This design comes from an exercise in tuning for small area on the open sky130 flow, not from production work. The RTL was checked by simulation tests, not by an equivalence proof against the original design. The clock cells of runs 2 to 7 come from the design's own scripts or RTL, not from TritonCTS. The flow treats the clock pin as an ideal source. Dropping or thinning the clock tree relies on that and would not hold on a real chip. Power and IR drop assume default switching activity.

`flow/config.mk`:
```
export PLATFORM = sky130hd
export DESIGN_NAME = matrix
export DESIGN_NICKNAME = matrix
export VERILOG_FILES = /design/flow/design.v
export SDC_FILE = /design/flow/constraint.sdc
export NUM_CORES = 4
export LEC_CHECK = 0
export ABC_AREA = 1
export CAP_MARGIN = 20
export CORE_MARGIN = 2
export CORE_UTILIZATION = 40
export SLEW_MARGIN = 20
```
`flow/flow/area.abc`:
```
strash
&get -n
&deepsyn -T 30
&put
dch -f
amap
topo
```
`flow/standard.sh`:
```
#!/bin/bash
# synth_recipe.tcl (not shown) runs the flow's synth.tcl, then flattens the netlist and writes it again
# the make line also repeats each setting of config.mk as NAME=value (left out here)
make -C /OpenROAD-flow-scripts/flow DESIGN_CONFIG=/design/flow/config.mk WORK_HOME=/design/flow/orfs CLKGATE_MAP_FILE= SYNTH_SCRIPT=/design/flow/synth_recipe.tcl "${@:-finish}"
```
`flow/flow/cts_args`:
```
-sink_clustering_enable -repair_clock_nets -dont_use_dummy_load
```
`flow/design.v`:
```
`timescale 1ns / 1ps
module matrix (
	input clk, rst,          
	input enable,
	input [3:0] in,          
	input [3:0] row,
	output buzzer,
	output [3:0] col,
	output [3:0] ctrl,
	output [7:0] segment
);
reg a0, a1, a2;
reg [2:0] c;
reg [9:0] h;
wire m4_0 = ~a1 & ~a0;
wire m4_2 = a1 & a0;
wire m4_3 = a1 & ~a0;
wire m5_4 = c[2] & ~c[1];
wire tick_disp = ~a2 & m4_3 & m5_4;
wire h_wrap = &h[9:5] & &h[2:0];
wire notstarted = &h[9:5] & h[3];
wire tick_sec = a2 & m4_3 & m5_4 & (h == 10'd499);
always @(posedge clk) begin
	if (rst) begin
		a0 <= 1'b0; a1 <= 1'b0; a2 <= 1'b0;
		c <= 3'b000;
		h <= 10'd1023;
	end
	else begin
		a0 <= ~a1;
		a1 <= a0;
		a2 <= a2 ^ m4_3;
		c <= {c[1:0], ~(c[2] | c[1])};
		if (tick_disp) begin
			if (h_wrap) h <= 10'd0;
			else h <= h + 10'd1;
		end
	end
end
wire [1:0] cidx = {a1, a1 ^ a0};
assign col = 4'b0001 << cidx;
reg [3:0] val;
always @(posedge clk) begin
	if (rst) val <= 4'h0;
	else if (row[0]) val <= {2'd0, cidx};
	else if (row[1]) val <= {2'd1, cidx};
	else if (row[2]) val <= {2'd2, cidx};
	else if (row[3]) val <= {2'd3, cidx};
end
reg [3:0] s0, s1, s2, s3;
reg buz, count;
reg decw;       
reg borrow;     
wire ld_any = tick_sec & ~enable;
wire ld0 = ld_any & (in == 4'b0001);
wire ld1 = ld_any & (in == 4'b0010);
wire ld2 = ld_any & (in == 4'b0100);
wire ld3 = ld_any & (in == 4'b1000);
wire arm = ld_any & ~(ld0 | ld1 | ld2 | ld3);
wire dec = tick_sec & enable & count;
wire zero = ({s3, s2, s1, s0} == 16'h0001);
wire active = dec | decw;
wire bin = dec | borrow;
wire [3:0] x = s0 - {3'b000, bin};
wire bout = (x == 4'd15);
wire [3:0] nv = bout ? (m4_0 ? 4'd5 : 4'd9) : x;
always @(posedge clk) begin
	s0 <= ld1 ? val : s1;
	s1 <= ld2 ? val : s2;
	s2 <= ld3 ? val : s3;
	if (notstarted) s3 <= 4'd0;
	else if (ld0) s3 <= val;
	else if (active) s3 <= nv;
	else s3 <= s0;
end
always @(posedge clk) begin
	decw <= dec | (decw & ~m4_2);
	borrow <= active & bout;
end
always @(posedge clk) begin
	if (rst) begin
		buz <= 1'b0;
		count <= 1'b0;
	end
	else if (arm) begin
		buz <= 1'b0;
		count <= 1'b1;
	end
	else if (dec & zero) begin
		buz <= 1'b1;
		count <= 1'b0;
	end
end
assign buzzer = buz;
reg [3:0] digit;
always @(*) begin
	case (h[1:0])
		2'b00: digit = s1;
		2'b01: digit = s2;
		2'b10: digit = s3;
		default: digit = s0;
	endcase
end
reg [3:0] sc;
always @(posedge clk) begin
	if (tick_disp && !(digit[3] && (digit[2] || digit[1]))) sc <= digit;
end
assign ctrl = notstarted ? 4'b1111 : ~(4'b0001 << h[1:0]);
wire w = sc[3], xx = sc[2], y = sc[1], z = sc[0];
wire sa = w | y | ~(xx ^ z);
wire sb = ~xx | ~(y ^ z);
wire sc_ = xx | ~y | z;
wire sd = w | (~xx & ~z) | (~xx & y) | (y & ~z) | (xx & ~y & z);
wire se = ~z & (~xx | y);
wire sf = w | (~y & ~z) | (xx & ~y) | (xx & ~z);
wire sg = w | (xx ^ y) | (y & ~z);
assign segment = notstarted ? 8'd0 : {sa, sb, sc_, sd, se, sf, sg, 1'b0};
endmodule
```
`flow/constraint.sdc`:
```
create_clock -name core_clock -period 10.0 [get_ports {clk}]
set_input_delay 2.0000 -clock core_clock [delete_from_list [all_inputs] [get_ports {clk}]]
set_output_delay 2.0000 -clock core_clock [all_outputs]
set_load 0.01 [all_outputs]
```
`flow/flow/run.sh`:
```
#!/bin/bash
# Own layout flow: the standard ORFS flow (standard.sh), with these changes:
#  - synthesis maps with an area-oriented ABC script (flow/area.abc) and without
#    the adder-cell step; everything else in synthesis is ORFS's, unchanged, so the
#    registers are the standard synthesis's;
#  - the port buffers are buf_1 cells;
#  - CTS uses the arguments in flow/cts_args (no dummy loads).
# Each tool's output goes to the ORFS logs under orfs/logs/; make's to flow_make.log.
set -euo pipefail
W=$(pwd)
sed -e "s#log_cmd abc {\*}\$abc_args#set abc_args [list -script $W/flow/area.abc {*}\$lib_args {*}\$lib_dont_use_args]; log_cmd abc {*}\$abc_args#" \
	"$FLOW_HOME/scripts/synth.tcl" > "$W/own_synth.tcl"
grep -q "flow/area.abc" "$W/own_synth.tcl"
sed -e "s#source \$::env(SCRIPTS_DIR)/synth.tcl#source $W/own_synth.tcl#" \
	"$W/synth_recipe.tcl" > "$W/own_synth_recipe.tcl"
grep -q "own_synth.tcl" "$W/own_synth_recipe.tcl"
bash "$W/standard.sh" \
	SYNTH_SCRIPT="$W/own_synth_recipe.tcl" \
	ADDER_MAP_FILE= \
	BUFFER_PORTS_ARGS="-buffer_cell sky130_fd_sc_hd__buf_1" \
	CTS_ARGS="$(cat "$W/flow/cts_args")" \
	finish > "$W/flow_make.log" 2>&1
```
==> reports/metrics.yaml, run 1 <==
status: "finished clean"
combPwrFrac_pct: 6.0
use_met1_pct: 21.3
fillers: 465
clk_pin_slew_ns: 0.08
cts_buffer_depth: 2
crit_fanout: 6
pin_count: 28
p_sw_mw: 0.0671
finalWirelength_mm: 3.87
synth_top_cell_area_share_pct: 42.4
start_kind: "flip-flop"
crit_type: "flip-flop to output pin"
antenna_left: 0
core_area_um2: 4440
grt_util_met3_pct: 3.87
muxShareOfSynthArea_pct: 0
max_slew.worst_pin.slew_ns: 0.955
cts_tree: "built"
drtIter0Drc: 94
die_h_um: 72.7
die_w_um: 72.7
syn_inst: 246
ys_seq_elements: 44
async_flop_share_pct: 0
synth-xor-area-share_pct: 0
p_int_mw: 0.231
synthToLayoutAreaGrowth_pct: 11.9
cts_sinks: 44
min_period_over_period_pct: 41.1
cap_violations: 0
track_usage_pct: 16.1
yosys.cell_types.count: 26
synth_flop_cell: "dfxtp_1"
finalHoldViolations: 0
multi_input_area_um2: 855
yosys.area_share.simple_pct: 28.2
first_pass_iters: 4
final_cell_mix: "64 x nor2_1, 40 x dfxtp_1, 28 x clkinv_1"
yosys.area.top_type: "dfxtp_1"
grt_pass1_vias: 1494
skew_ns: 0.0195
pwr-share-clk_pct: 32.9
seq_area_frac_synth_pct: 48.8
postCtsHoldBufs: 0
synthesis.nets: 257
num_antenna_cells: 0
grt_busiest_layer: "met2"
rsz0062_at_grt: "false"
power_density_nw_per_um2: 141
p_leak_nw: 0.770
antenna_found_initial: 0
ir_drop_mv: 0.0925
final.setup.tns_ns: 0
gp_congestion: 0.884
synth_edf_count: 4
met2_usage_pct: 24.5
crit_path_end_kind: "output pin"
arrival_ns: 2.11
period_needed_ns: 4.11
drc: 0
layout_commonest_cell: "nor2_1"
avgRoutedWirePerCell_um: 11.8
clk_latency_ns: 0.30
slew_headroom_pct: 35.8
grt_overflow: 0
nets: 289
post_cts.repair.setup_buffers: 0
ctsHtreeMaxLevel: 2
p_sw_share_pct: 22.5
start_util_pct: 42.5
rows: 24
hp-class: "flip-flop to flip-flop"
yosysWarnings: 1
seqPwrFrac_pct: 61.1
post_cts_resized: 0
worst_ep_required_time_ns: 8.00
numCtsBuffers: 5
clock-root-buffer: "clkbuf_8"
whs_ns: 0.437
die_area_um2: 5290
netlist_area_um2: 1890
avgSynthCellArea_um2: 7.68
viasPerCell: 5.11
portBuffers: 26
grt_max_degree: 15
drive_above_1_share_pct: 1.81
final-seq-area_um2: 921
synthAdderAreaFrac_pct: 0
grt_pass1_wl_mm: 6.60
num_vias: 1676
synth_compound_area_share_pct: 16.9
setup_viol: 0
slew_viol_final: 0
dpl.hpwl_mm: 2.96
clock.fmax_ghz: 0.244
synth.area.top_cells: "dfxtp_1 42%, nor2_1 13%, edfxtp_1 6.4%, a21oi_1 6.1%, clkinv_1 5.6%"
synth_top_family_by_area: "simple AND/OR/NAND/NOR gates"
worst paths after layout:
kind                            start    endpoint  slack [ns]  depth (start not counted)
worst max-delay path             h[6]  segment[7]        5.89                         10
worst min-delay path             c[2]        c[0]        0.44                          1
worst max register to register     a1       s3[3]        6.28                         17
worst min register to register   c[2]        c[0]        0.44                          1
final cells by class:
type / instances / area share [%]
Sequential cell: 44 / 43.6
Multi-Input combinational cell: 173 / 40.5
Inverter: 28 / 4.98
Timing Repair Buffer: 26 / 4.62
Clock buffer: 5 / 3.26
Tap cell: 52 / 3.08
metal layers:
layer,share of wire (%),routed length [um]
met1,50,1920
met2,42,1630
met4,3.0,115
met5,0,0
met3,5.2,201
power groups by stage:
stage / sequential, mW / clock, mW / combinational [mW]
global placement: 0.186 / 0 / 0.0177
floorplan: 0.186 / 0 / 0.0113
CTS: 0.182 / 0.102 / 0.0180
global route: 0.183 / 0.108 / 0.0202
finish: 0.182 / 0.0982 / 0.0178
detailed placement: 0.186 / 0 / 0.0179
cell usage after synthesis (all sizes together) (2+ instances only):
cell / number
clkinv: 28
or4: 4
nand2: 12
nor4: 4
and2: 2
a21oi: 23
nor3: 13
nor2b: 5
dfxtp: 40
edfxtp: 4
a211oi: 2
o21a: 6
nand3: 6
o21ai: 10
o32ai: 3
o22ai: 8
or2: 4
nor2: 64
kinds of logic after synthesis:
| family | after synthesis |
|---|---|
| and+or+nand+nor | 118 |
| buffers and inverters | 29 |
| DFF | 44 |
| AOI/OAI and AO/OA | 54 |
| other | 1 |
worst max-delay path: stages (launching register included):
cell and delay (ns):
dfxtp_1 0.39, nand4_1 0.13, nor2b_1 0.27, nand2_1 0.21
clkinv_1 0.16, nor2_1 0.08, o21a_1 0.10, or2_0 0.22
nor2_1 0.09, nor2_1 0.04, buf_1 0.12
sequential cells by signal (all words and copies together) (netlist names):
name	count
c	3
borrow	1
count	1
buz	1
s2	4
sc	4
s1	4
s0	4
s3	4
a1	1
decw	1
val	4
a2	1
a0	1
h	10
metrics by stage:
step                      setup WS [ns]  area [um^2]  cells  utilization (%)  power, mW
final                              5.89         2110    328             47.5      0.298
after global routing               5.62         2110    328             47.5      0.311
after CTS                          5.86         2110    328             47.5      0.303
after detailed placement           6.08         2040    323             46.0      0.204
after global placement             6.14         2040    323             46.0      0.204
after floorplan                    6.32         1890    246                -      0.197
==> run 2, diff against run 1 <==
--- a/flow/flow/run.sh
+++ b/flow/flow/run.sh
@@ -4,7 +4,8 @@
 #    the adder-cell step; everything else in synthesis is ORFS's, unchanged, so the
 #    registers are the standard synthesis's;
 #  - the port buffers are buf_1 cells;
-#  - CTS uses the arguments in flow/cts_args (no dummy loads).
+#  - the clock tree is built by flow/own_cts.tcl (a root buffer and three
+#    leaf buffers) in place of TritonCTS; the rest of the CTS step is ORFS's.
 # Each tool's output goes to the ORFS logs under orfs/logs/; make's to flow_make.log.
 set -euo pipefail
 W=$(pwd)
@@ -18,5 +19,5 @@
 	SYNTH_SCRIPT="$W/own_synth_recipe.tcl" \
 	ADDER_MAP_FILE= \
 	BUFFER_PORTS_ARGS="-buffer_cell sky130_fd_sc_hd__buf_1" \
-	CTS_ARGS="$(cat "$W/flow/cts_args")" \
+	PRE_CTS_TCL="$W/flow/own_cts.tcl" \
 	finish > "$W/flow_make.log" 2>&1
==> flow/flow/own_cts.tcl (new file) <==
# Replaces TritonCTS with a two-level clock tree: the clock port drives one
# root clkbuf_1, which drives three leaf clkbuf_8; each leaf drives the
# flip-flops of one third of them (split by y), and sits at their centre.
# equal-count grid over the flip-flop positions, and sits at their centre.
rename clock_tree_synthesis __orig_clock_tree_synthesis
proc __cts_buf {block master name x y} {
  set inst [odb::dbInst_create $block $master $name]
  $inst setLocation $x $y
  $inst setPlacementStatus PLACED
  return $inst
}
proc __cts_split {items idx k} {
  set items [lsort -integer -index $idx $items]
  set n [llength $items]
  set out {}
  for {set i 0} {$i < $k} {incr i} {
    lappend out [lrange $items [expr {$i * $n / $k}] [expr {($i + 1) * $n / $k - 1}]]
  }
  return $out
}
proc clock_tree_synthesis {args} {
  set block [ord::get_db_block]
  set db [ord::get_db]
  set leaf_master [$db findMaster sky130_fd_sc_hd__clkbuf_8]
  set root_master [$db findMaster sky130_fd_sc_hd__clkbuf_1]
  set clk_net [$block findNet clk]
  $clk_net setSigType CLOCK
  set sinks {}
  foreach it [$clk_net getITerms] {
    set bb [[$it getInst] getBBox]
    lappend sinks [list $it [expr {([$bb xMin] + [$bb xMax]) / 2}] [expr {([$bb yMin] + [$bb yMax]) / 2}]]
  }
  set groups {}
  foreach col [__cts_split $sinks 1 1] {
    foreach cell [__cts_split $col 2 3] { lappend groups $cell }
  }
  set root_net [odb::dbNet_create $block clknet_root]
  $root_net setSigType CLOCK
  set cx 0; set cy 0; set k 0
  foreach g $groups {
    set sx 0; set sy 0
    set net [odb::dbNet_create $block clknet_leaf_$k]
    $net setSigType CLOCK
    foreach s $g {
      set it [lindex $s 0]
      set sx [expr {$sx + [lindex $s 1]}]
      set sy [expr {$sy + [lindex $s 2]}]
      $it disconnect
      $it connect $net
    }
    set x [expr {$sx / [llength $g]}]
    set y [expr {$sy / [llength $g]}]
    set b [__cts_buf $block $leaf_master clkbuf_leaf_$k $x $y]
    [$b findITerm A] connect $root_net
    [$b findITerm X] connect $net
    set cx [expr {$cx + $x}]; set cy [expr {$cy + $y}]
    incr k
  }
  set r [__cts_buf $block $root_master clkbuf_root [expr {$cx / $k}] [expr {$cy / $k}]]
  [$r findITerm A] connect $clk_net
  [$r findITerm X] connect $root_net
  puts "own CTS: root sky130_fd_sc_hd__clkbuf_1, $k leaves sky130_fd_sc_hd__clkbuf_8, [llength $sinks] clock pins"
}
removed: flow/flow/cts_args
==> run 2 against run 1 <==
Compared with the run above: still clean on timing, DRC and antenna; first-iteration DRC count shrank 12%; synthesized cell count is the same; hold slack improved by 0.0012 ns; combinational power about the same; total power down 6.4%; core utilization shrank 0.53 points; area after synthesis stayed put; final area decreased by 1.1%; largest cell class unchanged.
==> reports/metrics.yaml, run 2 <==
dp.cells: 323  # unchanged
grt_overflow: 0  # unchanged
final.setup.tns_ns: 0  # unchanged
worst_ep_required_time_ns: 8.00  # about the same
pre_cts_ws_ns: 6.08  # unchanged
fillers: 463  # was 465
min_period_over_period_pct: 42.8  # was 41.1%
crit_family: "simple AND/OR/NAND/NOR gates"  # unchanged
dpl.hpwl_mm: 2.96  # unchanged
slew_viol_final: 0  # unchanged
portBuffers: 26  # unchanged
core_area_um2: 4440  # unchanged
whs_ns: 0.438  # was 0.437 ns
finalWorstSetupSlack_ns: 5.72  # was 5.89 ns
grt_pass1_vias: 1463  # was 1494
clock.fmax_ghz: 0.234  # was 0.244 GHz
largest_reg_flops: 10  # unchanged
synthToLayoutAreaGrowth_pct: 10.6  # was 11.9%
crit_fanout: 6  # unchanged
p_leak_nw: 0.757  # was 0.770 nW
crit_type: "flip-flop to output pin"  # unchanged
skew_ns: 0.00865  # was 0.0195 ns
syn_inst: 246  # unchanged
seq_area_frac_synth_pct: 48.8  # unchanged
setup_viol: 0  # unchanged
netlist_area_um2: 1890  # unchanged
num_vias: 1677  # was 1676
async_flop_share_pct: 0  # unchanged
yosys.area_share.simple_pct: 28.2  # unchanged
synth_top_cell_area_share_pct: 42.4  # unchanged
start_kind: "flip-flop"  # unchanged
ys_seq_elements: 44  # unchanged
avgSynthCellArea_um2: 7.68  # unchanged
yosys.cell_types.count: 26  # unchanged
gp_congestion: 0.884  # unchanged
pin_count: 28  # unchanged
max_slew.worst_pin.slew_ns: 0.939  # was 0.955 ns
track_usage_pct: 15.0  # was 16.1%
cap_violations: 0  # unchanged
min_path_cells: 1  # unchanged
post_cts_resized: 0  # unchanged
hp-class: "flip-flop to flip-flop"  # unchanged
antenna_found_initial: 0  # unchanged
worst-path-buf-inv: 2  # unchanged
crit_path_end_kind: "output pin"  # unchanged
post_cts.repair.setup_buffers: 0  # unchanged
finalHoldViolations: 0  # unchanged
grt_pass1_wl_mm: 6.60  # about the same
start_util_pct: 42.5  # unchanged
final_cell_area_um2: 2090  # was 2110 um^2
period_needed_ns: 4.28  # was 4.11 ns
die_w_um: 72.7  # unchanged
synth_top_family_by_area: "simple AND/OR/NAND/NOR gates"  # unchanged
ir_drop_mv: 0.0618  # was 0.0925 mV
drc: 0  # unchanged
postCtsHoldBufs: 0  # unchanged
synth-xor-area-share_pct: 0  # unchanged
antenna_left: 0  # unchanged
clk_pin_slew_ns: 0.10  # was 0.08 ns
synth_compound_area_share_pct: 16.9  # unchanged
first_pass_iters: 4  # unchanged
slew_headroom_pct: 36.9  # was 35.8%
yosys-top-cells-count: "64 x nor2_1, 40 x dfxtp_1, 28 x clkinv_1"  # unchanged
nets: 288  # was 289
worst-r2r-cell-count: 17  # unchanged
synth_flop_cell: "dfxtp_1"  # unchanged
die_area_um2: 5290  # unchanged
status: "finished clean"  # unchanged
power_density_nw_per_um2: 134  # was 141 nW/um^2
min_to: "c[0]"  # unchanged
synthAdderAreaFrac_pct: 0  # unchanged
avgRoutedWirePerCell_um: 11.6  # was 11.8 um
crit_path_cell_trace: "nand4_1, nor2b_1, nand2_1, clkinv_1, nor2_1, o21a_1, or2_0, nor2_1, nor2_1, buf_1"  # unchanged
place_area_um2: 2040  # unchanged
synthesis.nets: 257  # unchanged
synth_edf_count: 4  # unchanged
clk_latency_ns: 0.46  # was 0.30 ns
viasPerCell: 5.13  # was 5.11
slowest_delay_ns: 0.40  # was 0.39 ns
crit_slowest_cell: "dfxtp_1"  # unchanged
worstReg2RegStart: "a1"  # unchanged
num_antenna_cells: 0  # unchanged
synth.area.top_cells: "dfxtp_1 42%, nor2_1 13%, edfxtp_1 6.4%, a21oi_1 6.1%, clkinv_1 5.6%"  # unchanged
top_register: "h"  # unchanged
drtIter0Drc: 83  # was 94
die_h_um: 72.7  # unchanged
rows: 24  # unchanged
finalNonFillerCells: 327  # was 328
arrival_ns: 2.28  # was 2.11 ns
yosysWarnings: 1  # unchanged
timing.rr.end: "s3[3]"  # unchanged
rsz0062_at_grt: "false"  # unchanged
yosysMostFrequentCell: "nor2_1"  # unchanged
totalPowerFinal_mw: 0.279  # was 0.298 mW
cpMostUsedCell: "nor2_1"  # unchanged
final_cell_mix: "64 x nor2_1, 40 x dfxtp_1, 28 x clkinv_1"  # unchanged
r2r_setup_slack_ns: 6.28  # about the same
grt_max_degree: 16  # was 15
drive_above_1_share_pct: 1.09  # was 1.81%
finalWirelength_mm: 3.80  # was 3.87 mm
min_from: "c[2]"  # unchanged
fin_util_pct: 47.0  # was 47.5%
yosys.area.top_type: "dfxtp_1"  # unchanged
layout_commonest_cell: "nor2_1"  # unchanged
muxShareOfSynthArea_pct: 0  # unchanged
## run 2: cell counts after synthesis
No cell type changed its count.
## run 2: logic make-up (layout without fill, tap and decap cells)
family | after synthesis | count (layout)
AO/OA/AOI/OAI | 54 | 54
other | 1 | 1
AND/OR/NAND/NOR | 118 | 118
flip-flops | 44 | 44
buffers and inverters | 29 | 58
## run 2: routing by layer
metal	GRT usage (%)	wire length (um)	vias up
met3	0.829	207	8
li1	-	-	900
met1	22.3	1900	730
met5	0	0	-
met4	3.29	97	0
met2	24.1	1590	39
## run 2: layout make-up
| type | count | area [um^2] | area share, % |
|---|---|---|---|
| Sequential cell | 44 | 921 | 44.1 |
| Multi-Input combinational cell | 173 | 855 | 40.9 |
| Tap cell | 52 | 65.1 | 3.12 |
| Buffer | 4 | 45.0 | 2.16 |
| Timing Repair Buffer | 26 | 97.6 | 4.67 |
| Inverter | 28 | 105 | 5.03 |
## run 2: worst max-delay path by stage
stage | start | to | slack, ns | cells after the start
after floorplan | sc[1] | segment[7] | 6.32 | 10
after global placement | enable | s3[3] | 6.14 | 14
after detailed placement | enable | s3[3] | 6.08 | 14
after CTS | enable | s3[3] | 6.07 | 14
after global routing | h[6] | segment[7] | 5.43 | 10
final | h[6] | segment[7] | 5.72 | 10
## run 2: where the power goes
group,leakage (nW),internal [mW],switching (mW)
sequential,0.364,0.180,0.00198
combinational,0.370,0.00582,0.0119
clock,0.0228,0.0282,0.0509
==> run 3, diff against run 2 <==
--- a/flow/flow/own_cts.tcl
+++ b/flow/flow/own_cts.tcl
@@ -1,7 +1,6 @@
 # Replaces TritonCTS with a two-level clock tree: the clock port drives one
 # root clkbuf_1, which drives three leaf clkbuf_8; each leaf drives the
 # flip-flops of one third of them (split by y), and sits at their centre.
-# equal-count grid over the flip-flop positions, and sits at their centre.
 rename clock_tree_synthesis __orig_clock_tree_synthesis
 proc __cts_buf {block master name x y} {
   set inst [odb::dbInst_create $block $master $name]
==> run 3 against run 2 <==
Compared with the run above: final cell count unchanged; clock power about the same; first-iteration DRC count unchanged; hold slack unchanged; critical path depth unchanged; sequential power about the same; sequential share of layout area unchanged; synthesized cell count unchanged; routed wire length unchanged; area after synthesis unchanged; via count unchanged; global-route usage unchanged; critical endpoint unchanged.
==> reports/metrics.yaml, run 3 <==
cap_violations: 0  # unchanged
avgSynthCellArea_um2: 7.68  # unchanged
async_flop_share_pct: 0  # unchanged
clk_latency_ns: 0.46  # about the same
nets: 288  # unchanged
drc: 0  # unchanged
worst-r2r-cell-count: 17  # unchanged
start_kind: "flip-flop"  # unchanged
skew_ns: 0.00865  # unchanged
worst_ep_required_time_ns: 8.00  # about the same
final.setup.tns_ns: 0  # unchanged
arrival_ns: 2.28  # about the same
slew_headroom_pct: 36.9  # unchanged
layout_commonest_cell: "nor2_1"  # unchanged
synth_flop_cell: "dfxtp_1"  # unchanged
gp_congestion: 0.884  # unchanged
antenna_left: 0  # unchanged
die_w_um: 72.7  # unchanged
post_cts_resized: 0  # unchanged
num_antenna_cells: 0  # unchanged
met2_length_mm: 1.59  # unchanged
final_cell_mix: "64 x nor2_1, 40 x dfxtp_1, 28 x clkinv_1"  # unchanged
max_slew.worst_pin.slew_ns: 0.939  # unchanged
clk_pin_slew_ns: 0.10  # about the same
min_path_cells: 1  # unchanged
die_area_um2: 5290  # unchanged
post_cts.repair.setup_buffers: 0  # unchanged
syn_inst: 246  # unchanged
drtIter0Drc: 83  # unchanged
pre_cts_ws_ns: 6.08  # unchanged
fillers: 463  # unchanged
yosys-top-cells-count: "64 x nor2_1, 40 x dfxtp_1, 28 x clkinv_1"  # unchanged
final-seq-area_um2: 921  # unchanged
rows: 24  # unchanged
totalPowerFinal_mw: 0.279  # unchanged
crit_fanout: 6  # unchanged
core_area_um2: 4440  # unchanged
ys_seq_elements: 44  # unchanged
netlist_area_um2: 1890  # unchanged
grt_pass1_wl_mm: 6.60  # unchanged
p_leak_nw: 0.757  # unchanged
rsz0062_at_grt: "false"  # unchanged
wl_met1_mm: 1.90  # unchanged
synthesis.nets: 257  # unchanged
seq_area_frac_synth_pct: 48.8  # unchanged
timing.rr.end: "s3[3]"  # unchanged
yosysWarnings: 1  # unchanged
finalHoldViolations: 0  # unchanged
finalWorstSetupSlack_ns: 5.72  # unchanged
viasPerCell: 5.13  # unchanged
ir_drop_mv: 0.0618  # unchanged
dpl.hpwl_mm: 2.96  # unchanged
first_pass_iters: 4  # unchanged
crit_type: "flip-flop to output pin"  # unchanged
r2r_setup_slack_ns: 6.28  # about the same
portBuffers: 26  # unchanged
finalWirelength_mm: 3.80  # unchanged
synthToLayoutAreaGrowth_pct: 10.6  # unchanged
multi_input_area_um2: 855  # unchanged
track_usage_pct: 15.0  # unchanged
slew_viol_final: 0  # unchanged
route.met3.wl_um: 207  # unchanged
hp-class: "flip-flop to flip-flop"  # unchanged
start_util_pct: 42.5  # unchanged
clock.fmax_ghz: 0.234  # unchanged
status: "finished clean"  # unchanged
grt_pass1_vias: 1463  # unchanged
antenna_found_initial: 0  # unchanged
power_density_nw_per_um2: 134  # unchanged
period_needed_ns: 4.28  # unchanged
highest_layer: "met4"  # unchanged
grt_overflow: 0  # unchanged
top_register: "h"  # unchanged
min_to: "c[0]"  # unchanged
yosys.cell_types.count: 26  # unchanged
postCtsHoldBufs: 0  # unchanged
setup_viol: 0  # unchanged
worstReg2RegStart: "a1"  # unchanged
dp.cells: 323  # unchanged
synth_edf_count: 4  # unchanged
synth.area.top_cells: "dfxtp_1 42%, nor2_1 13%, edfxtp_1 6.4%, a21oi_1 6.1%, clkinv_1 5.6%"  # unchanged
synth_top_cell_area_share_pct: 42.4  # unchanged
yosysMostFrequentCell: "nor2_1"  # unchanged
yosys.area.top_type: "dfxtp_1"  # unchanged
largest_reg_flops: 10  # unchanged
crit_path_end_kind: "output pin"  # unchanged
die_h_um: 72.7  # unchanged
min_period_over_period_pct: 42.8  # unchanged
num_vias: 1677  # unchanged
grt_max_degree: 16  # unchanged
avgRoutedWirePerCell_um: 11.6  # unchanged
drive_above_1_share_pct: 1.09  # unchanged
min_from: "c[2]"  # unchanged
finalNonFillerCells: 327  # unchanged
pin_count: 28  # unchanged
-- run 3: cell counts after synthesis --
No cell type changed its count.
-- run 3: cells by family after synthesis --
group           share of synthesized area [%]
buf+inv                                  5.96
other cells                             0.199
simple gates                             28.2
flops                                    48.8
compound gates                           16.9
-- run 3: worst max-delay path by stage --
stage / endpoint / from / slack, ns
after global placement: s3[3] / enable / 6.14
final: segment[7] / h[6] / 5.72
after floorplan: segment[7] / sc[1] / 6.32
after CTS: s3[3] / enable / 6.07
after detailed placement: s3[3] / enable / 6.08
after global routing: segment[7] / h[6] / 5.43
-- run 3: power by group --
part	leakage, nW	total (mW)	internal [mW]	switching (mW)
Combinational	0.370	0.0177	0.00582	0.0119
Sequential	0.364	0.182	0.180	0.00198
Clock	0.0228	0.0791	0.0282	0.0509
Total	0.757	0.279	0.214	0.0648
-- run 3: area by class of cell --
cell class | instances | share of cell area (%)
timing repair buffer | 26 | 4.67
inverter | 28 | 5.03
sequential | 44 | 44.1
buffer | 4 | 2.16
tap | 52 | 3.12
multi-input combinational | 173 | 40.9
-- run 3: critical path, cell delays in order, from the launching register on --
cell      delay [ns]
dfxtp_1         0.40
nand4_1         0.13
nor2b_1         0.27
nand2_1         0.21
clkinv_1        0.16
nor2_1          0.08
o21a_1          0.10
or2_0           0.22
nor2_1          0.09
nor2_1          0.04
buf_1           0.12
-- run 3: stage by stage --
stage / hold WS [ns] / area, um^2 / utilization (%)
CTS: 0.427 / 2090 / 47.0
floorplan: 0.398 / 1890 / -
global placement: 0.416 / 2040 / 46.0
detailed placement: 0.425 / 2040 / 46.0
global route: 0.473 / 2090 / 47.0
finish: 0.438 / 2090 / 47.0
-- run 3: per-layer routing --
| layer | global-route usage, % | vias to the layer above |
|---|---|---|
| met4 | 3.29 | 0 |
| met3 | 0.829 | 8 |
| met2 | 24.1 | 39 |
| met5 | 0 | - |
| met1 | 22.3 | 730 |
| li1 | - | 900 |
==> run 4, diff against run 3 <==
--- a/flow/design.v
+++ b/flow/design.v
@@ -68,10 +68,7 @@
 	s0 <= ld1 ? val : s1;
 	s1 <= ld2 ? val : s2;
 	s2 <= ld3 ? val : s3;
-	if (notstarted) s3 <= 4'd0;
-	else if (ld0) s3 <= val;
-	else if (active) s3 <= nv;
-	else s3 <= s0;
+	s3 <= {4{~notstarted}} & (({4{ld0}} & val) | ({4{active}} & nv) | ({4{~ld0 & ~active}} & s0));
 end
 always @(posedge clk) begin
 	decw <= dec | (decw & ~m4_2);
@@ -92,18 +89,13 @@
 	end
 end
 assign buzzer = buz;
-reg [3:0] digit;
-always @(*) begin
-	case (h[1:0])
-		2'b00: digit = s1;
-		2'b01: digit = s2;
-		2'b10: digit = s3;
-		default: digit = s0;
-	endcase
-end
+wire [3:0] sel = {h[1:0] == 2'b10, h[1:0] == 2'b01, h[1:0] == 2'b00, h[1:0] == 2'b11};
+wire [3:0] ok = {~(s3[3] & (s3[2] | s3[1])), ~(s2[3] & (s2[2] | s2[1])), ~(s1[3] & (s1[2] | s1[1])), ~(s0[3] & (s0[2] | s0[1]))};
+wire [3:0] digit = ({4{sel[0]}} & s0) | ({4{sel[1]}} & s1) | ({4{sel[2]}} & s2) | ({4{sel[3]}} & s3);
+wire ld_sc = tick_disp & |(sel & ok);
 reg [3:0] sc;
 always @(posedge clk) begin
-	if (tick_disp && !(digit[3] && (digit[2] || digit[1]))) sc <= digit;
+	if (ld_sc) sc <= digit;
 end
 assign ctrl = notstarted ? 4'b1111 : ~(4'b0001 << h[1:0]);
 wire w = sc[3], xx = sc[2], y = sc[1], z = sc[0];
==> run 4 against run 3 <==
Compared with the run above: highest routed layer unchanged; first-iteration DRC count grew 80%; maximum frequency grew 0.57%; area after synthesis grew 1.3%; final cell count grew 1.8%; total power grew 1.6%; global-route usage grew 0.94 points; still clean on timing, DRC and antenna; die area grew 1.2%; final area grew 1.7%; sequential share of layout area shrank 0.73 points; via count grew 4.4%; largest cell class unchanged.
==> reports/metrics.yaml, run 4 <==
status: "finished clean"  # unchanged
async_flop_share_pct: 0  # unchanged
min_to: "c[0]"  # unchanged
fillers: 476  # was 463
period_needed_ns: 4.25  # was 4.28 ns
synth_flop_cell: "dfxtp_1"  # unchanged
drc: 0  # unchanged
layout_commonest_cell: "nor2_1"  # unchanged
finalWorstSetupSlack_ns: 5.75  # was 5.72 ns
seqPwrFrac_pct: 64.4  # was 65.3%
yosys-top-cells-count: "66 x nor2_1, 40 x dfxtp_1, 32 x clkinv_1"  # was 64 x nor2_1, 40 x dfxtp_1, 28 x clkinv_1
worst-r2r-cell-count: 9  # was 17
grt_pass1_vias: 1513  # was 1463
antenna_found_initial: 0  # unchanged
min_from: "c[2]"  # unchanged
min_path_cells: 1  # unchanged
antenna_left: 0  # unchanged
first_pass_iters: 4  # unchanged
post_cts_resized: 0  # unchanged
seq_area_frac_synth_pct: 48.1  # was 48.8%
rows: 25  # was 24
clk_latency_ns: 0.41  # was 0.46 ns
avgRoutedWirePerCell_um: 12.5  # was 11.6 um
yosysMostFrequentCell: "nor2_1"  # unchanged
min_period_over_period_pct: 42.5  # was 42.8%
drtIter0Drc: 149  # was 83
grt_pass1_wl_mm: 6.93  # was 6.60 mm
slew_headroom_pct: 60.1  # was 36.9%
largest_reg_flops: 10  # unchanged
crit_path_cell_trace: "nand4_1, nand2b_1, nor2_1, clkinv_1, nand3_1, buf_1"  # was nand4_1, nor2b_1, nand2_1, clkinv_1, nor2_1, o21a_1, or2_0, nor2_1, nor2_1, buf_1
yosys.cell_types.count: 32  # was 26
core_area_um2: 4660  # was 4440 um^2
nets: 292  # was 288
worst-path-buf-inv: 2  # unchanged
track_usage_pct: 16.0  # was 15.0%
postCtsHoldBufs: 0  # unchanged
top_register: "h"  # unchanged
clock.fmax_ghz: 0.235  # was 0.234 GHz
viasPerCell: 5.26  # was 5.13
grt_max_degree: 16  # unchanged
rsz0062_at_grt: "false"  # unchanged
slew_viol_final: 0  # unchanged
drive_above_1_share_pct: 1.43  # was 1.09%
skew_ns: 0.0104  # was 0.00865 ns
num_vias: 1751  # was 1677
yosysWarnings: 1  # unchanged
start_util_pct: 41.0  # was 42.5%
gp_congestion: 0.865  # was 0.884
cap_violations: 0  # unchanged
p_leak_nw: 0.778  # was 0.757 nW
multi_input_area_um2: 865  # was 855 um^2
die_area_um2: 5350  # was 5290 um^2
crit_fanout: 8  # was 6
final_cell_area_um2: 2120  # was 2090 um^2
pre_cts_ws_ns: 6.17  # was 6.08 ns
syn_inst: 249  # was 246
place_area_um2: 2080  # was 2040 um^2
crit_type: "flip-flop to output pin"  # unchanged
synth.area.top_cells: "dfxtp_1 42%, nor2_1 13%, clkinv_1 6.3%, edfxtp_1 6.3%, o21ai_0 4.4%"  # was dfxtp_1 42%, nor2_1 13%, edfxtp_1 6.4%, a21oi_1 6.1%, clkinv_1 5.6%
crit_family: "simple AND/OR/NAND/NOR gates"  # unchanged
finalHoldViolations: 0  # unchanged
timing.rr.end: "s3[0]"  # was s3[3]
synthesis.nets: 260  # was 257
max_slew.worst_pin.slew_ns: 0.593  # was 0.939 ns
pwr-share-clk_pct: 28.1  # was 28.4%
die_w_um: 73.2  # was 72.7 um
synthToLayoutAreaGrowth_pct: 11.0  # was 10.6%
dpl.hpwl_mm: 3.27  # was 2.96 mm
grt_overflow: 0  # unchanged
clk_pin_slew_ns: 0.10  # about the same
slowest_delay_ns: 0.45  # was 0.40 ns
final-seq-area_um2: 921  # unchanged
arrival_ns: 2.25  # was 2.28 ns
pin_count: 28  # unchanged
p_int_mw: 0.216  # was 0.214 mW
netlist_area_um2: 1910  # was 1890 um^2
final.setup.tns_ns: 0  # unchanged
setup_viol: 0  # unchanged
crit_path_end_kind: "output pin"  # unchanged
combPwrFrac_pct: 7.5  # was 6.3%
power_density_nw_per_um2: 134  # about the same
die_h_um: 73.2  # was 72.7 um
finalWirelength_mm: 4.17  # was 3.80 mm
p_sw_mw: 0.0677  # was 0.0648 mW
p_sw_share_pct: 23.9  # was 23.2%
synth_top_cell_area_share_pct: 41.9  # was 42.4%
yosys.area.top_type: "dfxtp_1"  # unchanged
crit_slowest_cell: "nor2_1"  # was dfxtp_1
portBuffers: 26  # unchanged
r2r_setup_slack_ns: 6.76  # was 6.28 ns
synth_edf_count: 4  # unchanged
ys_seq_elements: 44  # unchanged
hp-class: "flip-flop to flip-flop"  # unchanged
final_cell_mix: "66 x nor2_1, 40 x dfxtp_1, 32 x clkinv_1"  # was 64 x nor2_1, 40 x dfxtp_1, 28 x clkinv_1
post_cts.repair.setup_buffers: 0  # unchanged
worst_ep_required_time_ns: 8.00  # about the same
start_kind: "flip-flop"  # unchanged
avgSynthCellArea_um2: 7.68  # about the same
num_antenna_cells: 0  # unchanged
ir_drop_mv: 0.0503  # was 0.0618 mV
worstReg2RegStart: "h[0]"  # was a1
-- run 4: changes by cell type after synthesis, moves of 3 or more --
cell	delta
clkinv_1	+4
a21oi_1	-7
o21ai_0	+7
o21a_1	-3
nor3_1	-5
-- run 4: area by class of cell --
type,count,share of cell area [%]
inverters,32,5.66
multi-input cells,172,40.7
flip-flops and latches,44,43.4
repair buffers,27,4.95
plain buffers,4,2.12
well taps,54,3.18
-- run 4: how the worst max path moves through the flow --
| stage | startpoint | endpoint | slack [ns] | depth (start not counted) |
|---|---|---|---|---|
| floorplan | h[5] | segment[7] | 6.51 | 7 |
| global placement | h[5] | ctrl[0] | 6.16 | 6 |
| detailed placement | h[5] | ctrl[0] | 6.17 | 6 |
| CTS | h[5] | ctrl[0] | 6.16 | 6 |
| global route | h[5] | ctrl[0] | 5.47 | 6 |
| finish | h[5] | ctrl[0] | 5.75 | 6 |
-- run 4: power groups by stage --
stage          clock, mW  combinational, mW  sequential, mW
2_1_floorplan          0             0.0136           0.186
3_3_place_gp           0             0.0212           0.187
3_5_place_dp           0             0.0214           0.187
4_1_cts           0.0597             0.0215           0.187
5_1_grt           0.0891             0.0244           0.183
6_report          0.0796             0.0212           0.183
-- run 4: metrics by stage --
stage               power [mW]  hold slack (ns)  utilization [%]  std cells
global placement         0.208            0.413             44.6        329
CTS                      0.268            0.410             45.6        333
floorplan                0.200            0.391                -        249
detailed placement       0.208            0.410             44.6        329
finish                   0.284            0.418             45.6        333
global route             0.297            0.445             45.6        333
-- run 4: worst reg2reg max path, delay by kind of cell, from the launching register on --
family	cells	cell delay, ns
AND/OR/NAND/NOR	7	2.11
AO/OA/AOI/OAI	1	0.28
flip-flops	1	0.47
buffers and inverters	1	0.27
-- run 4: cells by family (layout without fill, tap and decap cells) --
kind of cell           count (synthesis)  after routing  share of synthesized area [%]
flip-flops                            44             44                           48.1
buffers and inverters                 33             63                           6.67
AND/OR/NAND/NOR                      114            114                           26.9
AO/OA/AOI/OAI                         57             57                           18.1
other                                  1              1                          0.196
-- run 4: layer usage --
metal	up-vias	global-route usage, %	wire (um)
li1	931	-	-
met1	767	23.3	2080
met2	47	25.7	1860
met3	6	1.38	161
met4	0	3.29	65
met5	-	0	0
==> run 5, diff against run 4 <==
==> flow/flow/run.sh (replaced) <==
#!/bin/bash
# Own layout flow: the standard ORFS flow (standard.sh), with these changes:
#  - synthesis maps with an area-oriented ABC script (flow/area.abc, run with
#    several seeds by flow/own_abc.tcl, keeping the smallest result) and without
#    the adder-cell step; everything else in synthesis is ORFS's, unchanged, so
#    the registers are the standard synthesis's;
#  - the port buffers are buf_1 cells;
#  - the clock tree is built by flow/own_cts.tcl (a root buffer and three
#    leaf buffers) in place of TritonCTS; the rest of the CTS step is ORFS's.
# Each tool's output goes to the ORFS logs under orfs/logs/; make's to flow_make.log.
set -euo pipefail
W=$(pwd)
sed -e "s#log_cmd abc {\*}\$abc_args#own_abc_best#" \
	"$FLOW_HOME/scripts/synth.tcl" > "$W/own_synth.tcl"
grep -q "own_abc_best" "$W/own_synth.tcl"
sed -e "s#source \$::env(SCRIPTS_DIR)/synth.tcl#source $W/flow/own_abc.tcl; source $W/own_synth.tcl#" \
	"$W/synth_recipe.tcl" > "$W/own_synth_recipe.tcl"
grep -q "own_synth.tcl" "$W/own_synth_recipe.tcl"
bash "$W/standard.sh" \
	SYNTH_SCRIPT="$W/own_synth_recipe.tcl" \
	ADDER_MAP_FILE= \
	BUFFER_PORTS_ARGS="-buffer_cell sky130_fd_sc_hd__buf_1" \
	PRE_CTS_TCL="$W/flow/own_cts.tcl" \
	finish > "$W/flow_make.log" 2>&1
==> flow/flow/own_abc.tcl (new file) <==
# Area-oriented technology mapping for the own flow. ABC's &deepsyn is a
# randomised search, so the mapping (flow/area.abc) is run with several seeds
# and the smallest mapped netlist is kept. Only the combinational logic
# changes: the flip-flops are already mapped when this runs.
set ::own_abc_dir [file dirname [file normalize [info script]]]
proc own_abc_area {} {
  global lib_args
  set r [tee -q -s result.string stat {*}$lib_args]
  if { ![regexp {Chip area for module[^:]*:\s*([0-9.]+)} $r -> a] } {
    error "own_abc_area: no chip area in stat output"
  }
  return $a
}
proc own_abc_best {} {
  global lib_args lib_dont_use_args
  set template [read [open [file join $::own_abc_dir area.abc]]]
  design -save own_pre_abc
  set best ""
  foreach seed {0 1 2 3 4 5 6 7} {
    set script [file join $::env(OBJECTS_DIR) own_area_seed$seed.abc]
    set f [open $script w]
    puts -nonewline $f [string map [list "&deepsyn -T 30" "&deepsyn -T 30 -S $seed"] $template]
    close $f
    design -load own_pre_abc
    log_cmd abc -script $script {*}$lib_args {*}$lib_dont_use_args
    set a [own_abc_area]
    puts "own_abc: seed $seed area $a"
    if { $best eq "" || $a < $best } {
      set best $a
      design -save own_best_abc
    }
  }
  design -load own_best_abc
  puts "own_abc: kept area $best"
}
==> flow/flow/own_cts.tcl (replaced) <==
rename clock_tree_synthesis __orig_clock_tree_synthesis
proc __cts_buf {block master name x y} {
  set inst [odb::dbInst_create $block $master $name]
  $inst setLocation $x $y
  $inst setPlacementStatus PLACED
  return $inst
}
proc __cts_split {items idx k} {
  set items [lsort -integer -index $idx $items]
  set n [llength $items]
  set out {}
  for {set i 0} {$i < $k} {incr i} {
    lappend out [lrange $items [expr {$i * $n / $k}] [expr {($i + 1) * $n / $k - 1}]]
  }
  return $out
}
proc clock_tree_synthesis {args} {
  set block [ord::get_db_block]
  set db [ord::get_db]
  set leaf_master [$db findMaster sky130_fd_sc_hd__clkbuf_8]
  set clk_net [$block findNet clk]
  $clk_net setSigType CLOCK
  set sinks {}
  foreach it [$clk_net getITerms] {
    set bb [[$it getInst] getBBox]
    lappend sinks [list $it [expr {([$bb xMin] + [$bb xMax]) / 2}] [expr {([$bb yMin] + [$bb yMax]) / 2}]]
  }
  set groups {}
  foreach col [__cts_split $sinks 1 1] {
    foreach cell [__cts_split $col 2 3] { lappend groups $cell }
  }
  set k 0
  foreach g $groups {
    set sx 0; set sy 0
    set net [odb::dbNet_create $block clknet_leaf_$k]
    $net setSigType CLOCK
    foreach s $g {
      set it [lindex $s 0]
      set sx [expr {$sx + [lindex $s 1]}]
      set sy [expr {$sy + [lindex $s 2]}]
      $it disconnect
      $it connect $net
    }
    set x [expr {$sx / [llength $g]}]
    set y [expr {$sy / [llength $g]}]
    set b [__cts_buf $block $leaf_master clkbuf_leaf_$k $x $y]
    [$b findITerm A] connect $clk_net
    [$b findITerm X] connect $net
    incr k
  }
  puts "own CTS: $k clkbuf_8 on the clock port, [llength $sinks] clock pins"
}
==> run 5 against run 4 <==
Compared with the run above: global-route usage shrank 0.21 points; final area shrank 2.4%; die area shrank 1.9%; setup slack gained 0.40 ns; largest cell class unchanged.
==> reports/metrics.yaml, run 5 <==
drive_above_1_share_pct: 1.10  # was 1.43%
synth_edf_count: 4  # unchanged
clk_latency_ns: 0.15  # was 0.41 ns
seq_area_frac_synth_pct: 49.1  # was 48.1%
die_area_um2: 5250  # was 5350 um^2
grt_util_met3_pct: 0.972  # was 1.38%
rsz0062_at_grt: "false"  # unchanged
place_area_um2: 2030  # was 2080 um^2
crit_slowest_cell: "dfxtp_1"  # was nor2_1
slowest_delay_ns: 0.38  # was 0.45 ns
yosysWarnings: 1  # unchanged
post_cts_resized: 0  # unchanged
synthesis.nets: 255  # was 260
antenna_left: 0  # unchanged
fin_util_pct: 46.6  # was 45.6%
final-seq-area_um2: 921  # unchanged
synth_flop_cell: "dfxtp_1"  # unchanged
worst_ep_required_time_ns: 8.00  # about the same
combPwrFrac_pct: 7.6  # was 7.5%
period_needed_ns: 3.85  # was 4.25 ns
p_int_mw: 0.215  # was 0.216 mW
min_path_cells: 1  # unchanged
async_flop_share_pct: 0  # unchanged
skew_ns: 0.00637  # was 0.0104 ns
start_util_pct: 42.2  # was 41.0%
cpMostUsedCell: "nor2_1"
min_from: "c[2]"  # unchanged
start_kind: "flip-flop"  # unchanged
synth.area.top_cells: "dfxtp_1 43%, nor2_1 13%, edfxtp_1 6.4%, a21oi_1 5.9%, clkinv_1 5.6%"  # was dfxtp_1 42%, nor2_1 13%, clkinv_1 6.3%, edfxtp_1 6.3%, o21ai_0 4.4%
synth_top_cell_area_share_pct: 42.7  # was 41.9%
crit_type: "flip-flop to output pin"  # unchanged
p_leak_nw: 0.741  # was 0.778 nW
hp-class: "flip-flop to flip-flop"  # unchanged
arrival_ns: 1.85  # was 2.25 ns
final.setup.tns_ns: 0  # unchanged
met2_usage_pct: 27.1  # was 25.7%
ys_seq_elements: 44  # unchanged
muxShareOfSynthArea_pct: 0  # unchanged
core_area_um2: 4440  # was 4660 um^2
clk_pin_slew_ns: 0.09  # was 0.10 ns
p_sw_share_pct: 21.6  # was 23.9%
slew_headroom_pct: 34.2  # was 60.1%
rows: 24  # was 25
finalWorstSetupSlack_ns: 6.15  # was 5.75 ns
top_register: "h"  # unchanged
nets: 285  # was 292
synth-xor-area-share_pct: 0  # unchanged
syn_inst: 244  # was 249
finalWirelength_mm: 3.91  # was 4.17 mm
drtIter0Drc: 111  # was 149
avgRoutedWirePerCell_um: 12.1  # was 12.5 um
p_sw_mw: 0.0592  # was 0.0677 mW
yosys-top-cells-count: "67 x nor2_1, 40 x dfxtp_1, 28 x clkinv_1"  # was 66 x nor2_1, 40 x dfxtp_1, 32 x clkinv_1
timing.rr.end: "s3[3]"  # was s3[0]
synth_top_family_by_area: "simple AND/OR/NAND/NOR gates"  # unchanged
finalHoldViolations: 0  # unchanged
worstReg2RegStart: "a1"  # was h[0]
grt_overflow: 0  # unchanged
pin_count: 28  # unchanged
avgSynthCellArea_um2: 7.69  # was 7.68 um^2
clock.fmax_ghz: 0.260  # was 0.235 GHz
dpl.hpwl_mm: 3.13  # was 3.27 mm
final_cell_mix: "67 x nor2_1, 40 x dfxtp_1, 28 x clkinv_1"  # was 66 x nor2_1, 40 x dfxtp_1, 32 x clkinv_1
portBuffers: 26  # unchanged
yosys.area_share.simple_pct: 26.4  # was 26.9%
setup_viol: 0  # unchanged
slew_viol_final: 0  # unchanged
post_cts.repair.setup_buffers: 0  # unchanged
die_h_um: 72.5  # was 73.2 um
power_density_nw_per_um2: 132  # was 134 nW/um^2
grt_pass1_wl_mm: 6.86  # was 6.93 mm
grt_max_degree: 16  # unchanged
postCtsHoldBufs: 0  # unchanged
yosys.area.top_type: "dfxtp_1"  # unchanged
totalPowerFinal_mw: 0.274  # was 0.284 mW
netlist_area_um2: 1880  # was 1910 um^2
antenna_found_initial: 0  # unchanged
drc: 0  # unchanged
ir_drop_mv: 0.0613  # was 0.0503 mV
use_met1_pct: 22.6  # was 23.3%
pre_cts_ws_ns: 6.09  # was 6.17 ns
yosysMostFrequentCell: "nor2_1"  # unchanged
num_antenna_cells: 0  # unchanged
pwr-share-clk_pct: 25.8  # was 28.1%
synthToLayoutAreaGrowth_pct: 10.5  # was 11.0%
max_slew.worst_pin.slew_ns: 0.980  # was 0.593 ns
crit_path_cell_trace: "nand4_1, or2_0, nor2_1, nor2_1, o21a_1, nor2_1, o21ai_0, buf_1"  # was nand4_1, nand2b_1, nor2_1, clkinv_1, nand3_1, buf_1
crit_fanout: 7  # was 8
finalNonFillerCells: 324  # was 333
multi_input_area_um2: 842  # was 865 um^2
yosys.cell_types.count: 28  # was 32
whs_ns: 0.417  # was 0.418 ns
track_usage_pct: 15.7  # was 16.0%
gp_congestion: 0.776  # was 0.865
min_period_over_period_pct: 38.5  # was 42.5%
viasPerCell: 5.18  # was 5.26
synthAdderAreaFrac_pct: 0  # unchanged
crit_path_end_kind: "output pin"  # unchanged
num_vias: 1679  # was 1751
first_pass_iters: 5  # was 4
synth_compound_area_share_pct: 18.3  # was 18.1%
seqPwrFrac_pct: 66.5  # was 64.4%
grt_busiest_layer: "met2"  # unchanged
largest_reg_flops: 10  # unchanged
status: "finished clean"  # unchanged
final_cell_area_um2: 2070  # was 2120 um^2
layout_commonest_cell: "nor2_1"  # unchanged
worst-r2r-cell-count: 11  # was 9
dp.cells: 321  # was 329
cap_violations: 0  # unchanged
die_w_um: 72.5  # was 73.2 um
min_to: "c[0]"  # unchanged
fillers: 468  # was 476
grt_pass1_vias: 1536  # was 1513
r2r_setup_slack_ns: 6.67  # was 6.76 ns
-- run 5: power groups by stage --
stage                     sequential (mW)  combinational, mW  clock, mW
after floorplan                     0.186             0.0135          0
after global placement              0.187             0.0209          0
after detailed placement            0.187             0.0212          0
after CTS                           0.187             0.0212     0.0539
after global routing                0.183             0.0244     0.0819
final                               0.182             0.0210     0.0708
-- run 5: worst max path at each step --
stage | startpoint | endpoint | slack [ns] | cells after the start
3_5_place_dp | enable | s3[3] | 6.09 | 8
5_1_grt | h[5] | segment[7] | 5.88 | 8
4_1_cts | enable | s3[3] | 6.08 | 8
3_3_place_gp | enable | s3[3] | 6.15 | 8
2_1_floorplan | enable | s3[3] | 6.35 | 7
6_report | h[5] | segment[7] | 6.15 | 8
-- run 5: kinds of logic after synthesis --
kind of cell / after synthesis
AND/OR/NAND/NOR: 112
other: 1
flip-flops: 44
buffers and inverters: 29
AO/OA/AOI/OAI: 58
-- run 5: worst max-delay path, delay by kind of cell (launching register included) --
family	cells	cell delay, ns
flip-flops	1	0.38
buffers and inverters	1	0.14
AO/OA/AOI/OAI	2	0.22
AND/OR/NAND/NOR	5	0.98
-- run 5: area by class of cell --
class                      instances  share of cell area [%]
multi-input combinational        171                    40.6
sequential                        44                    44.4
buffer                             3                    1.99
tap                               52                    3.14
timing repair buffer              26                    4.71
inverter                          28                    5.07
-- run 5: layer usage --
layer / wire [um] / vias to the layer above
li1: - / 888
met1: 1960 / 740
met2: 1730 / 46
met3: 174 / 5
met4: 51 / 0
met5: 0 / -
==> run 6, diff against run 5 <==
--- a/flow/design.v
+++ b/flow/design.v
@@ -68,7 +68,10 @@
 	s0 <= ld1 ? val : s1;
 	s1 <= ld2 ? val : s2;
 	s2 <= ld3 ? val : s3;
-	s3 <= {4{~notstarted}} & (({4{ld0}} & val) | ({4{active}} & nv) | ({4{~ld0 & ~active}} & s0));
+	if (notstarted) s3 <= 4'd0;
+	else if (ld0) s3 <= val;
+	else if (active) s3 <= nv;
+	else s3 <= s0;
 end
 always @(posedge clk) begin
 	decw <= dec | (decw & ~m4_2);
@@ -89,13 +92,18 @@
 	end
 end
 assign buzzer = buz;
-wire [3:0] sel = {h[1:0] == 2'b10, h[1:0] == 2'b01, h[1:0] == 2'b00, h[1:0] == 2'b11};
-wire [3:0] ok = {~(s3[3] & (s3[2] | s3[1])), ~(s2[3] & (s2[2] | s2[1])), ~(s1[3] & (s1[2] | s1[1])), ~(s0[3] & (s0[2] | s0[1]))};
-wire [3:0] digit = ({4{sel[0]}} & s0) | ({4{sel[1]}} & s1) | ({4{sel[2]}} & s2) | ({4{sel[3]}} & s3);
-wire ld_sc = tick_disp & |(sel & ok);
+reg [3:0] digit;
+always @(*) begin
+	case (h[1:0])
+		2'b00: digit = s1;
+		2'b01: digit = s2;
+		2'b10: digit = s3;
+		default: digit = s0;
+	endcase
+end
 reg [3:0] sc;
 always @(posedge clk) begin
-	if (ld_sc) sc <= digit;
+	if (tick_disp && !(digit[3] && (digit[2] || digit[1]))) sc <= digit;
 end
 assign ctrl = notstarted ? 4'b1111 : ~(4'b0001 << h[1:0]);
 wire w = sc[3], xx = sc[2], y = sc[1], z = sc[0];
--- a/flow/flow/own_abc.tcl
+++ b/flow/flow/own_abc.tcl
@@ -16,7 +16,7 @@
   set template [read [open [file join $::own_abc_dir area.abc]]]
   design -save own_pre_abc
   set best ""
-  foreach seed {0 1 2 3 4 5 6 7} {
+  foreach seed {0 1 2 3 4 5 6 7 8 9 10 11 12 13 14 15} {
     set script [file join $::env(OBJECTS_DIR) own_area_seed$seed.abc]
     set f [open $script w]
     puts -nonewline $f [string map [list "&deepsyn -T 30" "&deepsyn -T 30 -S $seed"] $template]
==> run 6 against run 5 <==
Compared with the run above: still clean; synthesized cell count is the same; maximum frequency is 1.8% lower; final cell count did not move; area after synthesis hardly changed; sequential share of layout area is essentially flat; highest routed layer unchanged.
==> reports/metrics.yaml, run 6 <==
avgRoutedWirePerCell_um: 12.2  # was 12.1 um
die_h_um: 72.5  # about the same
core_area_um2: 4440  # unchanged
grt_pass1_wl_mm: 6.79  # was 6.86 mm
dpl.hpwl_mm: 3.13  # about the same
drtIter0Drc: 72  # was 111
final.setup.tns_ns: 0  # unchanged
rsz0062_at_grt: "false"  # unchanged
yosys.area.top_type: "dfxtp_1"  # unchanged
worst-r2r-cell-count: 16  # was 11
drc: 0  # unchanged
rows: 24  # unchanged
synth_top_family_by_area: "simple AND/OR/NAND/NOR gates"  # unchanged
combPwrFrac_pct: 6.3  # was 7.6%
antenna_left: 0  # unchanged
yosysWarnings: 1  # unchanged
num_vias: 1662  # was 1679
seq_area_frac_synth_pct: 49.1  # about the same
viasPerCell: 5.13  # was 5.18
status: "finished clean"  # unchanged
grt_pass1_vias: 1467  # was 1536
worst_ep_required_time_ns: 8.00  # about the same
setup_viol: 0  # unchanged
finalHoldViolations: 0  # unchanged
drive_above_1_share_pct: 1.10  # unchanged
synth_compound_area_share_pct: 16.6  # was 18.3%
synth_flop_cell: "dfxtp_1"  # unchanged
p_sw_mw: 0.0580  # was 0.0592 mW
arrival_ns: 1.92  # was 1.85 ns
cap_violations: 0  # unchanged
p_sw_share_pct: 21.4  # was 21.6%
power_density_nw_per_um2: 131  # was 132 nW/um^2
die_w_um: 72.5  # about the same
antenna_found_initial: 0  # unchanged
async_flop_share_pct: 0  # unchanged
slew_headroom_pct: 41.0  # was 34.2%
seqPwrFrac_pct: 67.1  # was 66.5%
ir_drop_mv: 0.0564  # was 0.0613 mV
portBuffers: 26  # unchanged
grt_max_degree: 16  # unchanged
final_cell_mix: "73 x nor2_1, 40 x dfxtp_1, 27 x clkinv_1"  # was 67 x nor2_1, 40 x dfxtp_1, 28 x clkinv_1
crit_type: "flip-flop to output pin"  # unchanged
clk_latency_ns: 0.15  # about the same
min_path_cells: 1  # unchanged
skew_ns: 0.00787  # was 0.00637 ns
syn_inst: 244  # unchanged
num_antenna_cells: 0  # unchanged
min_period_over_period_pct: 39.2  # was 38.5%
grt_overflow: 0  # unchanged
slew_viol_final: 0  # unchanged
p_leak_nw: 0.763  # was 0.741 nW
yosys.area_share.simple_pct: 28.2  # was 26.4%
p_int_mw: 0.213  # was 0.215 mW
place_area_um2: 2030  # about the same
track_usage_pct: 15.8  # was 15.7%
postCtsHoldBufs: 0  # unchanged
synth.area.top_cells: "dfxtp_1 43%, nor2_1 15%, edfxtp_1 6.4%, clkinv_1 5.4%, a21oi_1 5.1%"  # was dfxtp_1 43%, nor2_1 13%, edfxtp_1 6.4%, a21oi_1 5.9%, clkinv_1 5.6%
largest_reg_flops: 10  # unchanged
crit_fanout: 7  # unchanged
synth-xor-area-share_pct: 0  # unchanged
avgSynthCellArea_um2: 7.68  # was 7.69 um^2
first_pass_iters: 6  # was 5
pwr-share-clk_pct: 26.6  # was 25.8%
start_kind: "flip-flop"  # unchanged
synth_edf_count: 4  # unchanged
pin_count: 28  # unchanged
synth_top_cell_area_share_pct: 42.7  # about the same
gp_congestion: 0.849  # was 0.776
synthToLayoutAreaGrowth_pct: 10.5  # about the same
yosys-top-cells-count: "73 x nor2_1, 40 x dfxtp_1, 27 x clkinv_1"  # was 67 x nor2_1, 40 x dfxtp_1, 28 x clkinv_1
crit_path_end_kind: "output pin"  # unchanged
post_cts.repair.setup_buffers: 0  # unchanged
synthAdderAreaFrac_pct: 0  # unchanged
totalPowerFinal_mw: 0.272  # was 0.274 mW
final_cell_area_um2: 2070  # about the same
start_util_pct: 42.2  # about the same
yosysMostFrequentCell: "nor2_1"  # unchanged
nets: 285  # unchanged
ys_seq_elements: 44  # unchanged
max_slew.worst_pin.slew_ns: 0.879  # was 0.980 ns
yosys.cell_types.count: 30  # was 28
netlist_area_um2: 1870  # was 1880 um^2
finalWirelength_mm: 3.95  # was 3.91 mm
period_needed_ns: 3.92  # was 3.85 ns
clock.fmax_ghz: 0.255  # was 0.260 GHz
clk_pin_slew_ns: 0.09  # about the same
fin_util_pct: 46.6  # about the same
hp-class: "flip-flop to flip-flop"  # unchanged
post_cts_resized: 0  # unchanged
top_register: "h"  # unchanged
layout_commonest_cell: "nor2_1"  # unchanged
die_area_um2: 5250  # about the same
synthesis.nets: 255  # unchanged
muxShareOfSynthArea_pct: 0  # unchanged
-- run 6: cell types whose count changed after synthesis, moves of 2 or more --
cell / before / now
o21ai_0: 17 / 13
a21oi_1: 22 / 19
nor2_1: 67 / 73
a221o_1: 2 / 0
nor4_1: 3 / 5
-- run 6: power groups by stage --
stage	Combinational (mW)	Clock (mW)	Sequential (mW)
after detailed placement	0.0171	0	0.186
after floorplan	0.0107	0	0.186
after global routing	0.0194	0.0833	0.183
final	0.0170	0.0723	0.182
after CTS	0.0172	0.0539	0.186
after global placement	0.0170	0	0.186
-- run 6: cell type report --
type | instances | area, um^2
Tap cell | 52 | 65.1
Sequential cell | 44 | 921
Buffer | 3 | 41.3
Inverter | 27 | 101
Multi-Input combinational cell | 172 | 845
Timing Repair Buffer | 26 | 97.6
Fill cell | 479 | 2370
-- run 6: worst paths after layout --
path / start / to / slack [ns]
max: h[7] / segment[7] / 6.08
min reg2reg: c[2] / c[0] / 0.43
max reg2reg: a1 / s3[2] / 6.58
min: c[2] / c[0] / 0.43
-- run 6: routing by layer --
layer | track usage (%) | part of all wire, % | vias to the layer above
met5 | 0 | 0 | -
met3 | 0.833 | 3.1 | 3
li1 | - | - | 894
met2 | 26.5 | 44 | 31
met4 | 1.44 | 1.1 | 0
met1 | 23.5 | 52 | 734
-- run 6: kinds of logic (layout without fill, tap and decap cells) --
| group | count (synthesis) | count (layout) |
|---|---|---|
| buffers and inverters | 28 | 56 |
| flip-flops | 44 | 44 |
| AO/OA/AOI/OAI | 52 | 52 |
| AND/OR/NAND/NOR | 119 | 119 |
| other | 1 | 1 |
-- run 6: worst max-delay path, stage by stage, from the launching register on --
cell	delay [ns]
dfxtp_1	0.37
nand4_1	0.12
nor2b_1	0.25
nand2_1	0.17
clkinv_1	0.18
nor2_1	0.09
o21a_1	0.10
or2_0	0.23
nor2_1	0.10
nor2_1	0.04
buf_1	0.12
-- run 6: per-stage QoR --
stage               hold slack [ns]  setup slack [ns]  std cells
floorplan                     0.398              6.36        244
global placement              0.413              6.25        321
detailed placement            0.415              6.24        321
CTS                           0.422              6.23        324
global route                  0.465              5.86        324
finish                        0.431              6.08        324
==> run 7, diff against run 6 <==
--- a/flow/flow/own_abc.tcl
+++ b/flow/flow/own_abc.tcl
@@ -16,7 +16,7 @@
   set template [read [open [file join $::own_abc_dir area.abc]]]
   design -save own_pre_abc
   set best ""
-  foreach seed {0 1 2 3 4 5 6 7 8 9 10 11 12 13 14 15} {
+  foreach seed {0 1 2 3 4 5 6 7} {
     set script [file join $::env(OBJECTS_DIR) own_area_seed$seed.abc]
     set f [open $script w]
     puts -nonewline $f [string map [list "&deepsyn -T 30" "&deepsyn -T 30 -S $seed"] $template]
==> run 7 against run 6 <==
Compared with the run above: sequential cell count did not move; critical path depth did not move; combinational power barely moved; hold slack did not move; largest cell class unchanged.
==> reports/metrics.yaml, run 7 <==
portBuffers: 26  # unchanged
pin_count: 28  # unchanged
skew_ns: 0.00787  # unchanged
synth_flop_cell: "dfxtp_1"  # unchanged
min_from: "c[2]"  # unchanged
postCtsHoldBufs: 0  # unchanged
synth_top_cell_area_share_pct: 42.7  # unchanged
yosysMostFrequentCell: "nor2_1"  # unchanged
final_cell_mix: "73 x nor2_1, 40 x dfxtp_1, 27 x clkinv_1"  # unchanged
post_cts_resized: 0  # unchanged
start_kind: "flip-flop"  # unchanged
max_slew.worst_pin.slew_ns: 0.879  # unchanged
rows: 24  # unchanged
crit_path_end_kind: "output pin"  # unchanged
synthesis.nets: 255  # unchanged
avgRoutedWirePerCell_um: 12.2  # unchanged
period_needed_ns: 3.92  # unchanged
synth_compound_area_share_pct: 16.6  # unchanged
num_antenna_cells: 0  # unchanged
setup_viol: 0  # unchanged
cap_violations: 0  # unchanged
drive_above_1_share_pct: 1.10  # unchanged
status: "finished clean"  # unchanged
synth-xor-area-share_pct: 0  # unchanged
clk_pin_slew_ns: 0.09  # about the same
synthToLayoutAreaGrowth_pct: 10.5  # unchanged
synthAdderAreaFrac_pct: 0  # unchanged
ir_drop_mv: 0.0564  # unchanged
crit_type: "flip-flop to output pin"  # unchanged
min_period_over_period_pct: 39.2  # unchanged
seq_area_frac_synth_pct: 49.1  # unchanged
yosys.area_share.simple_pct: 28.2  # unchanged
yosys-top-cells-count: "73 x nor2_1, 40 x dfxtp_1, 27 x clkinv_1"  # unchanged
gp_congestion: 0.849  # unchanged
viasPerCell: 5.13  # unchanged
die_w_um: 72.5  # unchanged
top_register: "h"  # unchanged
async_flop_share_pct: 0  # unchanged
worst_ep_required_time_ns: 8.00  # about the same
num_vias: 1662  # unchanged
grt_overflow: 0  # unchanged
antenna_left: 0  # unchanged
synth_edf_count: 4  # unchanged
drtIter0Drc: 72  # unchanged
dpl.hpwl_mm: 3.13  # unchanged
yosys.area.top_type: "dfxtp_1"  # unchanged
first_pass_iters: 6  # unchanged
avgSynthCellArea_um2: 7.68  # unchanged
grt_pass1_vias: 1467  # unchanged
crit_fanout: 7  # unchanged
drc: 0  # unchanged
start_util_pct: 42.2  # unchanged
yosys.cell_types.count: 30  # unchanged
hp-class: "flip-flop to flip-flop"  # unchanged
final.setup.tns_ns: 0  # unchanged
fin_util_pct: 46.6  # unchanged
largest_reg_flops: 10  # unchanged
arrival_ns: 1.92  # about the same
clock.fmax_ghz: 0.255  # unchanged
grt_max_degree: 16  # unchanged
slew_viol_final: 0  # unchanged
ys_seq_elements: 44  # unchanged
track_usage_pct: 15.8  # unchanged
muxShareOfSynthArea_pct: 0  # unchanged
power_density_nw_per_um2: 131  # unchanged
antenna_found_initial: 0  # unchanged
die_h_um: 72.5  # unchanged
finalWirelength_mm: 3.95  # unchanged
grt_pass1_wl_mm: 6.79  # unchanged
layout_commonest_cell: "nor2_1"  # unchanged
slew_headroom_pct: 41.0  # unchanged
-- run 7: cell counts in the layout (fill, tap and decap cells not counted) --
No cell type changed its count.
-- run 7: final timing paths --
| kind | endpoint | slack (ns) | cells past startpoint |
|---|---|---|---|
| max reg2reg | s3[2] | 6.58 | 16 |
| min | c[0] | 0.43 | 1 |
| min reg2reg | c[0] | 0.43 | 1 |
| max | segment[7] | 6.08 | 10 |
-- run 7: power breakdown --
group          switching (mW)  leakage, nW  total, mW  internal (mW)
logic                  0.0115        0.378     0.0170        0.00552
registers             0.00196        0.363      0.182          0.180
clock network          0.0446       0.0216     0.0723         0.0277
total                  0.0580        0.763      0.272          0.213
-- run 7: metrics by stage --
stage / power (mW) / worst slack, ns / instances / hold WS, ns / cell area (um^2)
5_1_grt: 0.285 / 5.86 / 324 / 0.465 / 2070
6_report: 0.272 / 6.08 / 324 / 0.431 / 2070
3_5_place_dp: 0.203 / 6.24 / 321 / 0.415 / 2030
4_1_cts: 0.258 / 6.23 / 324 / 0.422 / 2070
2_1_floorplan: 0.197 / 6.36 / 244 / 0.398 / 1870
3_3_place_gp: 0.203 / 6.25 / 321 / 0.413 / 2030
-- run 7: final cells by class --
class / instances / area, um^2
timing repair buffer: 26 / 97.6
tap: 52 / 65.1
inverter: 27 / 101
sequential: 44 / 921
buffer: 3 / 41.3
multi-input combinational: 172 / 845
fill: 479 / 2370
-- run 7: logic make-up after synthesis --
logic type,count (synthesis)
AOI/OAI and AO/OA,52
and+or+nand+nor,119
buffers and inverters,28
DFF,44
other,1
-- run 7: routing by layer --
layer  GRT usage (%)  share of wire [%]  vias up
li1                -                  -      894
met2            26.5                 44       31
met3           0.833                3.1        3
met5               0                  0        -
met4            1.44                1.1        0
met1            23.5                 52      734
-- run 7: critical path, cell delays in order, from the launching register on --
cell,delay [ns]
dfxtp_1,0.37
nand4_1,0.12
nor2b_1,0.25
nand2_1,0.17
clkinv_1,0.18
nor2_1,0.09
o21a_1,0.10
or2_0,0.23
nor2_1,0.10
nor2_1,0.04
buf_1,0.12

Re-timed with assumed drivers on the ports (clkbuf_16 on the clock, buf_2 on other inputs), run 7 has 6.035 ns of setup slack against 6.078 ns with ideal ports, and 6.227 ns once port delays also move by the mid clock arrival of 0.192 ns.
